Background: an optimization exercise with open tools, aiming at small area, a short achievable clock period and few clock cycles. Do not read the settings as production practice.
Only simulation tests tie the RTL to the original design; equivalence was not proved.

==> flow/design.v (excerpt) <==
module CONVEX(
input               CLK,
input               RST,
input       [4:0]   PT_XY,
output              READ_PT,
output reg  [9:0]   DROP_X,
output reg  [9:0]   DROP_Y,
output reg          DROP_V);
make LEC_CHECK=0 CAP_MARGIN=20 CORE_MARGIN=2 CORE_UTILIZATION=55 CTS_BUF_LIST=sky130_fd_sc_hd__clkbuf_4 SETUP_SLACK_MARGIN=5 SLEW_MARGIN=20 finish   # period 8.5 ns
run.sh (not shown) runs the stock make flow with config.mk's settings and CLKGATE_MAP_FILE= SYNTH_SCRIPT=/design/flow/synth_recipe.tcl, a recipe that flattens the netlist after the stock synthesis.
The baseline completed with no timing, DRC or antenna violations.
Testbench counts at the start, summed over its fixed seeds: cycles 24,019.
Next try:
CTS_BUF_LIST = not set   (was sky130_fd_sc_hd__clkbuf_4)
Fmax hardly moves. Utilization goes down by 0.24 points. Synthesized cell count is unchanged. Register-to-register slack barely changes. Worst setup slack gets worse by 0.0079 ns. Clock skew goes down by 0.013 ns. Via count goes down by a few percent. Final area goes down slightly. Count of clock-buffer cells in the layout goes down by 149.
Next try:
==> flow/flow/run.sh (new file) <==
#!/bin/bash
set -euo pipefail
MARGIN=${MARGIN:-5.3}
sed -E "s/SETUP_SLACK_MARGIN=[0-9.]+/SETUP_SLACK_MARGIN=${MARGIN}/" standard.sh > standard_margin.sh
grep -q "SETUP_SLACK_MARGIN=${MARGIN}" standard_margin.sh
bash standard_margin.sh > flow.log 2>&1
==> flow/standard.sh (new file) <==
#!/bin/bash
# synth_recipe.tcl (not shown) runs the flow's synth.tcl, then flattens the netlist and writes it again
# the make line also repeats each setting of config.mk as NAME=value (left out here)
make -C /OpenROAD-flow-scripts/flow DESIGN_CONFIG=/design/flow/config.mk WORK_HOME=/design/flow/orfs CLKGATE_MAP_FILE= SYNTH_SCRIPT=/design/flow/synth_recipe.tcl "${@:-finish}"
removed: flow/run.sh
The new run produced a clean layout.
Sequential cell count is unchanged.
Routed wire length rises by about 5%.
Global-route usage goes up by 0.29 points.
Next try:
==> flow/run.sh (new file) <==
#!/bin/bash
# synth_recipe.tcl (not shown) runs the flow's synth.tcl, then flattens the netlist and writes it again
# the make line also repeats each setting of config.mk as NAME=value (left out here)
make -C /OpenROAD-flow-scripts/flow DESIGN_CONFIG=/design/flow/config.mk WORK_HOME=/design/flow/orfs CLKGATE_MAP_FILE= SYNTH_SCRIPT=/design/flow/synth_recipe.tcl finish
CTS_CLUSTER_DIAMETER = 150   (was not set)
CTS_CLUSTER_SIZE = 30   (was not set)
removed: flow/flow/run.sh
removed: flow/standard.sh
Result: Utilization is lower by 5.1 points. Wire length is lower by 5.9%. Register-to-register slack got worse by 0.06 ns. Area after synthesis is unchanged. Design area is lower by 7.9%. Critical path depth does not change. Hold slack improved by 0.0078 ns. Worst setup slack got worse by 0.065 ns.
Next try:
CTS_CLUSTER_DIAMETER = 100   (was 150)
CTS_CLUSTER_SIZE = 25   (was 30)
Fmax grows by 1.0%.
Next try:
CTS_CLUSTER_DIAMETER = 120   (was 100)
CTS_CLUSTER_SIZE = 20   (was 25)
Effect: The new run finished clean. Count of clock-buffer cells in the layout increases by 12. Wire length is about the same. Synthesized area does not change. Maximum frequency increases by 0.30%. Design area increases by 0.36%. Register-to-register slack hardly moves. Die area does not change. Clock skew increases by 0.014 ns.

========
Another version of the RTL of CONVEX (not shown whole).
Size: ~2800 cells after synthesis, about 600 flip-flops, roughly 29 I/O pins, ~31000 um2 of cells after synthesis.
Settings: LEC_CHECK=0, CAP_MARGIN=20, CORE_MARGIN=2, CORE_UTILIZATION=55, SETUP_SLACK_MARGIN=5, SLEW_MARGIN=20; clock period 8.5 ns.
standard.sh (not shown) runs the stock make flow with config.mk's settings and CLKGATE_MAP_FILE= SYNTH_SCRIPT=/design/flow/synth_recipe.tcl, a recipe that flattens the netlist after the stock synthesis.
==> flow/flow/run.sh <==
#!/bin/bash
set -euo pipefail
MARGIN=${MARGIN:-6}
sed -E "s/SETUP_SLACK_MARGIN=[0-9.]+/SETUP_SLACK_MARGIN=${MARGIN}/" standard.sh > standard_margin.sh
grep -q "SETUP_SLACK_MARGIN=${MARGIN}" standard_margin.sh
bash standard_margin.sh > flow.log 2>&1
Testbench counts at the start, summed over its fixed seeds: cycles 24,484.
Change:
==> flow/run.sh (new file) <==
#!/bin/bash
# synth_recipe.tcl (not shown) runs the flow's synth.tcl, then flattens the netlist and writes it again
# the make line also repeats each setting of config.mk as NAME=value (left out here)
make -C /OpenROAD-flow-scripts/flow DESIGN_CONFIG=/design/flow/config.mk WORK_HOME=/design/flow/orfs CLKGATE_MAP_FILE= SYNTH_SCRIPT=/design/flow/synth_recipe.tcl finish
removed: flow/flow/run.sh
removed: flow/standard.sh
Die area stays the same.
Setup slack degrades by 160 ps.
Global-route usage is lower by 6.7 points.
First-iteration DRC count decreases by well over a third.
Final cell count decreases by a few percent.
Fmax went down by a few percent.
Cell area drops by about a fifth.
Core utilization falls by 11 points.
Via count came out lower by roughly a tenth.

## afterwards: timing with drivers on the ports
In the flow no input, the clock included, has a driving cell. The finished layouts below were timed again as built, in two steps.
Step 1: set_driving_cell puts a clkbuf_16 on CLK and a buf_2 on each other input, an assumption about the parent block.
Step 2 moves the port delays by t, midway between the first and last clock arrival at a register: inputs arrive t later, outputs are due t later. That takes back most of the time a late clock gives input paths.
a / b / c = no drivers / after step 1 / after step 2; a / b = the first two.
run	t (ns)	setup slack, ns	hold slack, ns	worst setup path at the end	cell pins on the clock port's net
the first run of note 1	1.028	5.086 / 5.083 / 5.086	0.319 / 0.319 / 0.319	register to register	1
the second run of note 1	0.687	5.078 / 5.078 / 5.078	0.315 / 0.315 / 0.315	register to register	1
the third run of note 1	0.695	5.113 / 5.113 / 5.113	0.326 / 0.326 / 0.326	register to register	1
the fourth run of note 1	0.633	5.049 / 5.049 / 5.049	0.333 / 0.333 / 0.333	register to register	1
the fifth run of note 1	0.665	5.083 / 5.083 / 5.083	0.334 / 0.334 / 0.334	register to register	1
the sixth run of note 1	0.641	5.093 / 5.093 / 5.093	0.323 / 0.323 / 0.323	register to register	1
the first run of note 2	0.666	5.289 / 5.289 / 5.289	0.326 / 0.326 / 0.326	register to register	1
the second run of note 2	0.648	5.124 / 5.095 / 5.124	0.326 / 0.326 / 0.326	register to register	1
After both steps every run listed still meets setup and hold.
